From an optimization exercise on the open Yosys and OpenROAD flow, aimed at small area; shortcuts taken in it are not production practice.
The RTL was checked by simulation tests, not by an equivalence proof against the original design.
No driver is modelled on the clock port, so clocking that relies on it looks cheaper here than on a real chip.
Power is estimated from default activity; no workload was simulated.

==> 03-12: inputs <==
==> flow/design.v <==
module apb_master (clk, rst, sel, addr_in, latch, acc_n, sel_port);
  input clk;
  input rst;
  input sel;
  input [11:0] addr_in;
  output latch;
  output acc_n;
  output reg [2:0] sel_port;
  reg [2:0] t;
  reg m;
  wire stuck = t[2] & t[1] & ~t[0] & ~m & ~sel;    
  always @(posedge clk or negedge rst)
    if (!rst) begin
      t <= 3'b000;
      m <= 1'b0;
    end else begin
      t <= {t[1], t[0], (~t[2] & (t[1] | t[0] | sel)) | stuck};
      m <= (t[1] | t[0]) & (m | sel);
    end
  assign latch = ~m;
  assign acc_n = ~(t[2] & t[1] & ~t[0]);
  always @(posedge clk)
    if (latch)
      sel_port <= addr_in[10:8];
endmodule
module apb_slave (clk, acc_n, sel_port, wr_in, addr_in, data_in,
  wr_out1,addr_out1,data_out1,wr_out2,addr_out2,data_out2,
  wr_out3,addr_out3,data_out3,wr_out4,addr_out4,data_out4,
  wr_out5,addr_out5,data_out5,wr_out6,addr_out6,data_out6,
  psel1,psel2,psel3,psel4,psel5,psel6);
  input clk;
  input acc_n;    
  input [2:0] sel_port;
  input wr_in;
  input [11:0] addr_in;
  input [31:0] data_in;
  output wr_out1,wr_out2,wr_out3,wr_out4,wr_out5,wr_out6;
  output [11:0] addr_out1,addr_out2,addr_out3,addr_out4,addr_out5,addr_out6;
  output [31:0] data_out1,data_out2,data_out3,data_out4,data_out5,data_out6;
  output psel1,psel2,psel3,psel4,psel5,psel6;
  reg [2:0]  port;
  reg [44:0] xfer;    
  wire acc = ~acc_n;
  always @(posedge clk)
    if (acc) begin
      port <= sel_port;
      xfer <= {wr_in, addr_in, data_in};
    end
  assign psel1 = (port == 3'b010);
  assign psel2 = (port == 3'b011);
  assign psel3 = (port == 3'b100);
  assign psel4 = (port == 3'b101);
  assign psel5 = (port == 3'b110);
  assign psel6 = (port == 3'b111);
  wire [44:0] xfer_n = ~xfer;
  apb_gate g1 (xfer_n, psel1, {wr_out1, addr_out1, data_out1});
  apb_gate g2 (xfer_n, psel2, {wr_out2, addr_out2, data_out2});
  apb_gate g3 (xfer_n, psel3, {wr_out3, addr_out3, data_out3});
  apb_gate g4 (xfer_n, psel4, {wr_out4, addr_out4, data_out4});
  apb_gate g5 (xfer_n, psel5, {wr_out5, addr_out5, data_out5});
  apb_gate g6 (xfer_n, psel6, {wr_out6, addr_out6, data_out6});
endmodule
module apb_gate (xfer_n, psel, out);
  input [44:0] xfer_n;
  input psel;
  output [44:0] out;
  wire psel_n = ~psel;
  assign out = ~(xfer_n | {45{psel_n}});
endmodule
module top (clk,rst,addr_in,wr_in,sel,data_in,
  wr_out1,addr_out1,data_out1,wr_out2,addr_out2,data_out2,
  wr_out3,addr_out3,data_out3,wr_out4,addr_out4,data_out4,
  wr_out5,addr_out5,data_out5,wr_out6,addr_out6,data_out6,
  psel1,psel2,psel3,psel4,psel5,psel6);
  input clk;
  input rst;
  input [11:0] addr_in;
  input wr_in;  
  input sel;
  input [31:0] data_in;
  output wr_out1,wr_out2,wr_out3,wr_out4,wr_out5,wr_out6;
  output [11:0] addr_out1,addr_out2,addr_out3,addr_out4,addr_out5,addr_out6;
  output [31:0] data_out1,data_out2,data_out3,data_out4,data_out5,data_out6;
  output psel1,psel2,psel3,psel4,psel5,psel6 ;
  wire latch, acc_n;
  wire [2:0] sel_port;
  apb_master apb_m (.clk(clk), .rst(rst), .sel(sel), .addr_in(addr_in),
                    .latch(latch), .acc_n(acc_n), .sel_port(sel_port));
  apb_slave apb_s (clk, acc_n, sel_port, wr_in, addr_in, data_in,
        wr_out1,addr_out1,data_out1,wr_out2,addr_out2,data_out2,
        wr_out3,addr_out3,data_out3,wr_out4,addr_out4,data_out4,
        wr_out5,addr_out5,data_out5,wr_out6,addr_out6,data_out6,
        psel1,psel2,psel3,psel4,psel5,psel6);
endmodule
==> flow/flow/run.sh <==
#!/bin/bash
# The standard layout (standard.sh: unchanged synthesis and ORFS steps),
# with these changes, made through ORFS's own variables and step hooks:
#  - port buffers are the smallest buffer cell (buf_1), not the cell
#    buffer_ports picks by default;
#  - before repair_design, combinational cells with a fanout of at most
#    DOWNSIZE_MAX_FANOUT are set to their smallest drive strength
#    (downsize.tcl); repair_design sizes up what needs it;
#  - the clock tree is built by clocktree.tcl: a small root buffer on the
#    clock port feeding two leaf buffers, the smallest of CLK_LEAF_CELL that
#    keeps the registers' estimated clock slew within CLK_MAX_SLEW_NS.
#    TritonCTS is then pointed at the clock port's net, which only feeds the
#    root buffer, so it adds nothing. The rest of the CTS step (legalisation,
#    timing repair) runs as usual.
set -o pipefail
here=$(cd "$(dirname "$0")" && pwd)
export BUFFER_PORTS_ARGS="-buffer_cell sky130_fd_sc_hd__buf_1"
export PRE_RESIZE_TCL=$here/downsize.tcl
export DOWNSIZE_MAX_FANOUT=4
export PRE_CTS_TCL=$here/clocktree.tcl
export CLK_LEAF_CELL="sky130_fd_sc_hd__buf_12 sky130_fd_sc_hd__clkbuf_16 sky130_fd_sc_hd__buf_16"
export CLK_MAX_SLEW_NS=0.118
export CLK_NLEAF=2
export CLK_ROOT_CELL=sky130_fd_sc_hd__clkbuf_1
export CTS_ARGS="-dont_use_dummy_load -clk_nets clk"
bash standard.sh > standard.log 2>&1
==> flow/flow/clocktree.tcl <==
# Clock tree by hand, in place of TritonCTS's: the clock port drives one
# small root buffer, which drives NLEAF leaf buffers; the registers are
# split among the leaves by position (k-means on their locations), each leaf
# placed at its cluster's centre and the root at the leaves' centre.
# CLK_LEAF_CELL lists leaf cells from smallest to largest: the leaves take
# the first one whose estimated slew at the registers' clock pins is at most
# CLK_MAX_SLEW_NS, or the last.
set block [ord::get_db_block]
set db [ord::get_db]
set clknet [$block findNet clk]
set leafcells $::env(CLK_LEAF_CELL)
set leafcell [lindex $leafcells 0]
set nleaf $::env(CLK_NLEAF)
set sinks {}
foreach it [$clknet getITerms] {
  set bb [[$it getInst] getBBox]
  lappend sinks [list $it [expr {([$bb xMin]+[$bb xMax])/2.0}] [expr {([$bb yMin]+[$bb yMax])/2.0}]]
}
set n [llength $sinks]
set sorted [lsort -real -index 1 $sinks]
set cx {}; set cy {}
for {set k 0} {$k < $nleaf} {incr k} {
  set s [lindex $sorted [expr {int(($k + 0.5) * $n / $nleaf)}]]
  lappend cx [lindex $s 1]; lappend cy [lindex $s 2]
}
for {set iter 0} {$iter < 50} {incr iter} {
  set assign {}
  foreach s $sinks {
    set best 0; set bd 1e30
    for {set k 0} {$k < $nleaf} {incr k} {
      set d [expr {abs([lindex $s 1]-[lindex $cx $k]) + abs([lindex $s 2]-[lindex $cy $k])}]
      if {$d < $bd} {set bd $d; set best $k}
    }
    lappend assign $best
  }
  set nx {}; set ny {}
  for {set k 0} {$k < $nleaf} {incr k} {
    set sx 0; set sy 0; set c 0
    foreach s $sinks a $assign {
      if {$a == $k} { set sx [expr {$sx+[lindex $s 1]}]; set sy [expr {$sy+[lindex $s 2]}]; incr c }
    }
    if {$c > 0} { lappend nx [expr {$sx/$c}]; lappend ny [expr {$sy/$c}] } else { lappend nx [lindex $cx $k]; lappend ny [lindex $cy $k] }
  }
  set cx $nx; set cy $ny
}
set root [odb::dbInst_create $block [$db findMaster $::env(CLK_ROOT_CELL)] clkbuf_root]
set rootnet [odb::dbNet_create $block clknet_root]
$rootnet setSigType CLOCK
[$root findITerm A] connect $clknet
[$root findITerm X] connect $rootnet
set rx 0; set ry 0
for {set k 0} {$k < $nleaf} {incr k} {
  set leaf [odb::dbInst_create $block [$db findMaster $leafcell] clkbuf_leaf_$k]
  set net [odb::dbNet_create $block clknet_leaf_$k]
  $net setSigType CLOCK
  [$leaf findITerm A] connect $rootnet
  [$leaf findITerm X] connect $net
  set c 0
  foreach s $sinks a $assign {
    if {$a == $k} { set it [lindex $s 0]; $it disconnect; $it connect $net; incr c }
  }
  $leaf setLocation [expr {int([lindex $cx $k])}] [expr {int([lindex $cy $k])}]
  $leaf setPlacementStatus PLACED
  set rx [expr {$rx + [lindex $cx $k]}]; set ry [expr {$ry + [lindex $cy $k]}]
  puts "clock tree: leaf $k, $leafcell, $c registers"
}
$root setLocation [expr {int($rx/$nleaf)}] [expr {int($ry/$nleaf)}]
$root setPlacementStatus PLACED
set_propagated_clock [all_clocks]

proc clk_pin_slew_max {} {
  estimate_parasitics -placement
  set ms 0.0
  foreach p [get_pins -hierarchical */CLK] {
    set s [get_property $p slew_max]
    if {$s > $ms} { set ms $s }
  }
  return $ms
}
set leaves {}
for {set k 0} {$k < $nleaf} {incr k} { lappend leaves [$block findInst clkbuf_leaf_$k] }
foreach cell $leafcells {
  foreach leaf $leaves { $leaf swapMaster [$db findMaster $cell] }
  set slew [clk_pin_slew_max]
  puts "clock tree: leaves $cell, estimated clock-pin slew [format %.1f [expr {$slew * 1000}]] ps"
  if {$slew <= $::env(CLK_MAX_SLEW_NS)} { break }
}
==> flow/flow/downsize.tcl <==
# Before repair_design: a combinational cell that drives only a few pins
# gets its smallest drive strength (same function and pins); repair_design
# then sizes up again whatever needs it.
set n 0
set saved 0.0
foreach dbinst [[ord::get_db_block] getInsts] {
  set name [[$dbinst getMaster] getName]
  if {![regexp {^(sky130_fd_sc_hd__[a-z0-9]+)_([0-9]+)$} $name -> base drive]} { continue }
  if {[regexp {df|edf|sdf|dl|tap|fill|decap|conb|clkbuf|clkinv|^sky130_fd_sc_hd__buf$} $base]} { continue }
  set fanout 0
  foreach it [$dbinst getITerms] {
    if {[$it isOutputSignal] && [$it getNet] ne "NULL"} {
      set fanout [expr {[llength [[$it getNet] getITerms]] - 1 + [llength [[$it getNet] getBTerms]]}]
    }
  }
  if {$fanout > $::env(DOWNSIZE_MAX_FANOUT)} { continue }
  set lc [get_lib_cells */$name]
  set best $name
  set barea [get_property $lc area]
  foreach d {0 1 2} {
    set cand [get_lib_cells -quiet */${base}_$d]
    if {$cand eq "" || [get_property $cand dont_use]} { continue }
    set a [get_property $cand area]
    if {$a < $barea} { set best [get_name $cand]; set barea $a }
  }
  if {$best ne $name} {
    puts "downsize: [$dbinst getName] $name -> $best (fanout $fanout)"
    set saved [expr {$saved + [get_property $lc area] - $barea}]
    replace_cell [get_cells [$dbinst getName]] [get_lib_cells */$best]
    incr n
  }
}
puts "downsize: $n cells to a smaller drive, [format %.1f $saved] um2"
==> flow/standard.sh <==
#!/bin/bash
# synth_recipe.tcl (not shown) runs the flow's synth.tcl, then flattens the netlist and writes it again
# the make line also repeats each setting of config.mk as NAME=value (left out here)
make -C /OpenROAD-flow-scripts/flow DESIGN_CONFIG=/design/flow/config.mk WORK_HOME=/design/flow/orfs CLKGATE_MAP_FILE= SYNTH_SCRIPT=/design/flow/synth_recipe.tcl "${@:-finish}"
==> flow/config.mk <==
export PLATFORM = sky130hd
export DESIGN_NAME = top
export DESIGN_NICKNAME = top
export VERILOG_FILES = /design/flow/design.v
export SDC_FILE = /design/flow/constraint.sdc
export NUM_CORES = 4
export LEC_CHECK = 0
export ABC_AREA = 1
export CAP_MARGIN = 0
export CORE_MARGIN = 2
export CORE_UTILIZATION = 40
export SLEW_MARGIN = 0
export SYNTH_HIERARCHICAL = 1
==> flow/constraint.sdc <==
create_clock -name core_clock -period 5.0 [get_ports {clk}]
set_input_delay 1.0000 -clock core_clock [delete_from_list [all_inputs] [get_ports {clk}]]
set_output_delay 1.0000 -clock core_clock [all_outputs]
set_load 0.01 [all_outputs]
==> inputs of 12-08, as changes to 03-12 <==
==> flow/design.v (replaced) <==
module apb_master (clk, rst, sel, addr_in, latch, acc, sel_port);
  input clk;
  input rst;
  input sel;
  input [11:0] addr_in;
  output latch;
  output acc;
  output reg [2:0] sel_port;
  reg [2:0] t;
  reg m;
  wire idle_hold = ~t[2] & ~t[1] & ~t[0] & ~sel;
  wire stuck     = t[2] & t[1] & ~t[0] & ~m & ~sel;    
  always @(posedge clk or negedge rst)
    if (!rst) begin
      t <= 3'b000;
      m <= 1'b0;
    end else begin
      if (!idle_hold)
        t <= {t[1] & ~stuck, t[0] | stuck, ~t[2]};
      m <= (t[1] | t[0]) & (m | sel);
    end
  assign latch = ~m;
  assign acc   = t[2] & t[1] & ~t[0];
  always @(posedge clk)
    if (latch)
      sel_port <= addr_in[10:8];
endmodule
module apb_slave (clk, acc, sel_port, wr_in, addr_in, data_in,
  wr_out1,addr_out1,data_out1,wr_out2,addr_out2,data_out2,
  wr_out3,addr_out3,data_out3,wr_out4,addr_out4,data_out4,
  wr_out5,addr_out5,data_out5,wr_out6,addr_out6,data_out6,
  psel1,psel2,psel3,psel4,psel5,psel6);
  input clk;
  input acc;
  input [2:0] sel_port;
  input wr_in;
  input [11:0] addr_in;
  input [31:0] data_in;
  output wr_out1,wr_out2,wr_out3,wr_out4,wr_out5,wr_out6;
  output [11:0] addr_out1,addr_out2,addr_out3,addr_out4,addr_out5,addr_out6;
  output [31:0] data_out1,data_out2,data_out3,data_out4,data_out5,data_out6;
  output psel1,psel2,psel3,psel4,psel5,psel6;
  reg [2:0]  port;
  reg [44:0] xfer;    
  always @(posedge clk)
    if (acc) begin
      port <= sel_port;
      xfer <= {wr_in, addr_in, data_in};
    end
  assign psel1 = (port == 3'b010);
  assign psel2 = (port == 3'b011);
  assign psel3 = (port == 3'b100);
  assign psel4 = (port == 3'b101);
  assign psel5 = (port == 3'b110);
  assign psel6 = (port == 3'b111);
  assign {wr_out1, addr_out1, data_out1} = xfer & {45{psel1}};
  assign {wr_out2, addr_out2, data_out2} = xfer & {45{psel2}};
  assign {wr_out3, addr_out3, data_out3} = xfer & {45{psel3}};
  assign {wr_out4, addr_out4, data_out4} = xfer & {45{psel4}};
  assign {wr_out5, addr_out5, data_out5} = xfer & {45{psel5}};
  assign {wr_out6, addr_out6, data_out6} = xfer & {45{psel6}};
endmodule
module top (clk,rst,addr_in,wr_in,sel,data_in,
  wr_out1,addr_out1,data_out1,wr_out2,addr_out2,data_out2,
  wr_out3,addr_out3,data_out3,wr_out4,addr_out4,data_out4,
  wr_out5,addr_out5,data_out5,wr_out6,addr_out6,data_out6,
  psel1,psel2,psel3,psel4,psel5,psel6);
  input clk;
  input rst;
  input [11:0] addr_in;
  input wr_in;  
  input sel;
  input [31:0] data_in;
  output wr_out1,wr_out2,wr_out3,wr_out4,wr_out5,wr_out6;
  output [11:0] addr_out1,addr_out2,addr_out3,addr_out4,addr_out5,addr_out6;
  output [31:0] data_out1,data_out2,data_out3,data_out4,data_out5,data_out6;
  output psel1,psel2,psel3,psel4,psel5,psel6 ;
  wire latch, acc;
  wire [2:0] sel_port;
  apb_master apb_m (.clk(clk), .rst(rst), .sel(sel), .addr_in(addr_in),
                    .latch(latch), .acc(acc), .sel_port(sel_port));
  apb_slave apb_s (clk, acc, sel_port, wr_in, addr_in, data_in,
        wr_out1,addr_out1,data_out1,wr_out2,addr_out2,data_out2,
        wr_out3,addr_out3,data_out3,wr_out4,addr_out4,data_out4,
        wr_out5,addr_out5,data_out5,wr_out6,addr_out6,data_out6,
        psel1,psel2,psel3,psel4,psel5,psel6);
endmodule
==> flow/flow/run.sh (replaced) <==
#!/bin/bash
# The standard layout (standard.sh: unchanged synthesis and ORFS steps),
# with these changes, made through ORFS's own variables and step hooks:
#  - port buffers are the smallest buffer cell (buf_1), not the cell
#    buffer_ports picks by default;
#  - before repair_design, combinational cells are set to their smallest
#    drive strength (downsize.tcl), and repair_design sizes up what it needs;
#  - the clock tree is built by clocktree.tcl (two clock buffers fed by the
#    clock port); TritonCTS is then pointed at the clock port's net, which
#    only feeds those buffers, so it adds nothing. The rest of the CTS step
#    (legalisation, timing repair) runs as usual.
set -o pipefail
here=$(cd "$(dirname "$0")" && pwd)
export BUFFER_PORTS_ARGS="-buffer_cell sky130_fd_sc_hd__buf_1"
export PRE_RESIZE_TCL=$here/downsize.tcl
export PRE_CTS_TCL=$here/clocktree.tcl
export CLK_LEAF_CELL=sky130_fd_sc_hd__clkbuf_16
export CLK_NLEAF=2
export CTS_ARGS="-dont_use_dummy_load -clk_nets clk"
bash standard.sh > standard.log 2>&1
==> flow/flow/clocktree.tcl (replaced) <==
set block [ord::get_db_block]
set db [ord::get_db]
set clknet [$block findNet clk]
set leafcell $::env(CLK_LEAF_CELL)
set nleaf $::env(CLK_NLEAF)
set sinks {}
foreach it [$clknet getITerms] {
  set bb [[$it getInst] getBBox]
  lappend sinks [list $it [expr {([$bb xMin]+[$bb xMax])/2.0}] [expr {([$bb yMin]+[$bb yMax])/2.0}]]
}
set n [llength $sinks]
set sorted [lsort -real -index 1 $sinks]
set cx {}; set cy {}
for {set k 0} {$k < $nleaf} {incr k} {
  set s [lindex $sorted [expr {int(($k + 0.5) * $n / $nleaf)}]]
  lappend cx [lindex $s 1]; lappend cy [lindex $s 2]
}
for {set iter 0} {$iter < 50} {incr iter} {
  set assign {}
  foreach s $sinks {
    set best 0; set bd 1e30
    for {set k 0} {$k < $nleaf} {incr k} {
      set d [expr {abs([lindex $s 1]-[lindex $cx $k]) + abs([lindex $s 2]-[lindex $cy $k])}]
      if {$d < $bd} {set bd $d; set best $k}
    }
    lappend assign $best
  }
  set nx {}; set ny {}
  for {set k 0} {$k < $nleaf} {incr k} {
    set sx 0; set sy 0; set c 0
    foreach s $sinks a $assign {
      if {$a == $k} { set sx [expr {$sx+[lindex $s 1]}]; set sy [expr {$sy+[lindex $s 2]}]; incr c }
    }
    if {$c > 0} { lappend nx [expr {$sx/$c}]; lappend ny [expr {$sy/$c}] } else { lappend nx [lindex $cx $k]; lappend ny [lindex $cy $k] }
  }
  set cx $nx; set cy $ny
}
for {set k 0} {$k < $nleaf} {incr k} {
  set leaf [odb::dbInst_create $block [$db findMaster $leafcell] clkbuf_leaf_$k]
  set net [odb::dbNet_create $block clknet_leaf_$k]
  $net setSigType CLOCK
  [$leaf findITerm A] connect $clknet
  [$leaf findITerm X] connect $net
  set c 0
  foreach s $sinks a $assign {
    if {$a == $k} { set it [lindex $s 0]; $it disconnect; $it connect $net; incr c }
  }
  $leaf setLocation [expr {int([lindex $cx $k])}] [expr {int([lindex $cy $k])}]
  $leaf setPlacementStatus PLACED
  puts "clock tree: leaf $k, $leafcell, $c registers"
}
set_propagated_clock [all_clocks]
==> flow/flow/downsize.tcl (replaced) <==
# Before repair_design: give every combinational cell its smallest drive
# strength (same function and pins), so that only the nets that need it
# are sized up or buffered again by repair_design.
set n 0
set saved 0.0
foreach dbinst [[ord::get_db_block] getInsts] {
  set name [[$dbinst getMaster] getName]
  if {![regexp {^(sky130_fd_sc_hd__[a-z0-9]+)_([0-9]+)$} $name -> base drive]} { continue }
  if {[regexp {df|edf|sdf|dl|tap|fill|decap|conb|clkbuf|clkinv} $base]} { continue }
  set lc [get_lib_cells */$name]
  set best $name
  set barea [get_property $lc area]
  foreach d {0 1 2} {
    set cand [get_lib_cells -quiet */${base}_$d]
    if {$cand eq "" || [get_property $cand dont_use]} { continue }
    set a [get_property $cand area]
    if {$a < $barea} { set best [get_name $cand]; set barea $a }
  }
  if {$best ne $name} {
    puts "downsize: [$dbinst getName] $name -> $best"
    set saved [expr {$saved + [get_property $lc area] - $barea}]
    replace_cell [get_cells [$dbinst getName]] [get_lib_cells */$best]
    incr n
  }
}
puts "downsize: $n cells to a smaller drive, [format %.1f $saved] um2"
Settings changed: SYNTH_HIERARCHICAL 1 to default.
==> inputs of 06-03, as changes to 03-12 <==
--- a/flow/flow/run.sh
+++ b/flow/flow/run.sh
@@ -4,7 +4,4 @@
 #  - port buffers are the smallest buffer cell (buf_1), not the cell
 #    buffer_ports picks by default;
-#  - before repair_design, combinational cells with a fanout of at most
-#    DOWNSIZE_MAX_FANOUT are set to their smallest drive strength
-#    (downsize.tcl); repair_design sizes up what needs it;
 #  - the clock tree is built by clocktree.tcl: a small root buffer on the
 #    clock port feeding two leaf buffers, the smallest of CLK_LEAF_CELL that
@@ -16,6 +13,4 @@
 here=$(cd "$(dirname "$0")" && pwd)
 export BUFFER_PORTS_ARGS="-buffer_cell sky130_fd_sc_hd__buf_1"
-export PRE_RESIZE_TCL=$here/downsize.tcl
-export DOWNSIZE_MAX_FANOUT=4
 export PRE_CTS_TCL=$here/clocktree.tcl
 export CLK_LEAF_CELL="sky130_fd_sc_hd__buf_12 sky130_fd_sc_hd__clkbuf_16 sky130_fd_sc_hd__buf_16"
removed: flow/flow/downsize.tcl
==> comparison table <==
| quantity | 03-12 | 06-03 | 12-08 |
|---|---|---|---|
| Run status | no timing/DRC/antenna violations | no timing/DRC/antenna violations | no timing/DRC/antenna violations |
| Average footprint of a synthesized cell | 7.53 sq um | 7.53 sq um | 7.39 sq um |
| Power dissipated in sequential cells | 676 uW | 677 uW | 501 uW |
| Simple-gate share of the synthesized area | 33.8% | 33.8% | 35.0% |
| Drt via density | 4.64 | 4.56 | 4.58 |
| Largest net degree at the start of global routing | 49 | 49 | 47 |
| Worst relative slew slack | 32.7% | 32.4% | 13.9% |
| Multi-input logic portion of the cell area | 25.0% | 25.1% | 24.7% |
| Cell internal pwr | 883 uW | 875 uW | 635 uW |
| Vias in the first global route | 3194 | 3070 | 3245 |
| Die Outline Area | 8760 sq um | 8760 sq um | 8580 sq um |
| Mapped Area | 3210 sq um | 3210 sq um | 3140 sq um |
| Global routing usage on met2 | 43.7% | 43.5% | 50.0% |

afterwards: timing with drivers on the ports:
Ports are ideal in the flow. The routed layouts listed here were re-timed in OpenROAD.
Step 1, drivers: a clkbuf_16 drives clk and a buf_2 each remaining input, both assumed.
Step 2, shift: input delay + t, output delay - t, t = (earliest + latest rising clock arrival at the registers) / 2. This alone moves slack from input paths to output paths.
a / b / c = ideal / step 1 / step 2; a / b = the first two.
run	shift t [ns]	setup slack, ns	worst data-port slew with drivers (ns)
03-12	0.505	1.883 / 1.851 / 2.356	0.06
12-08	0.429	1.630 / 1.595 / 2.024	0.07
06-03	0.492	1.896 / 1.864 / 2.356	0.07
After both steps every run listed still meets setup and hold.
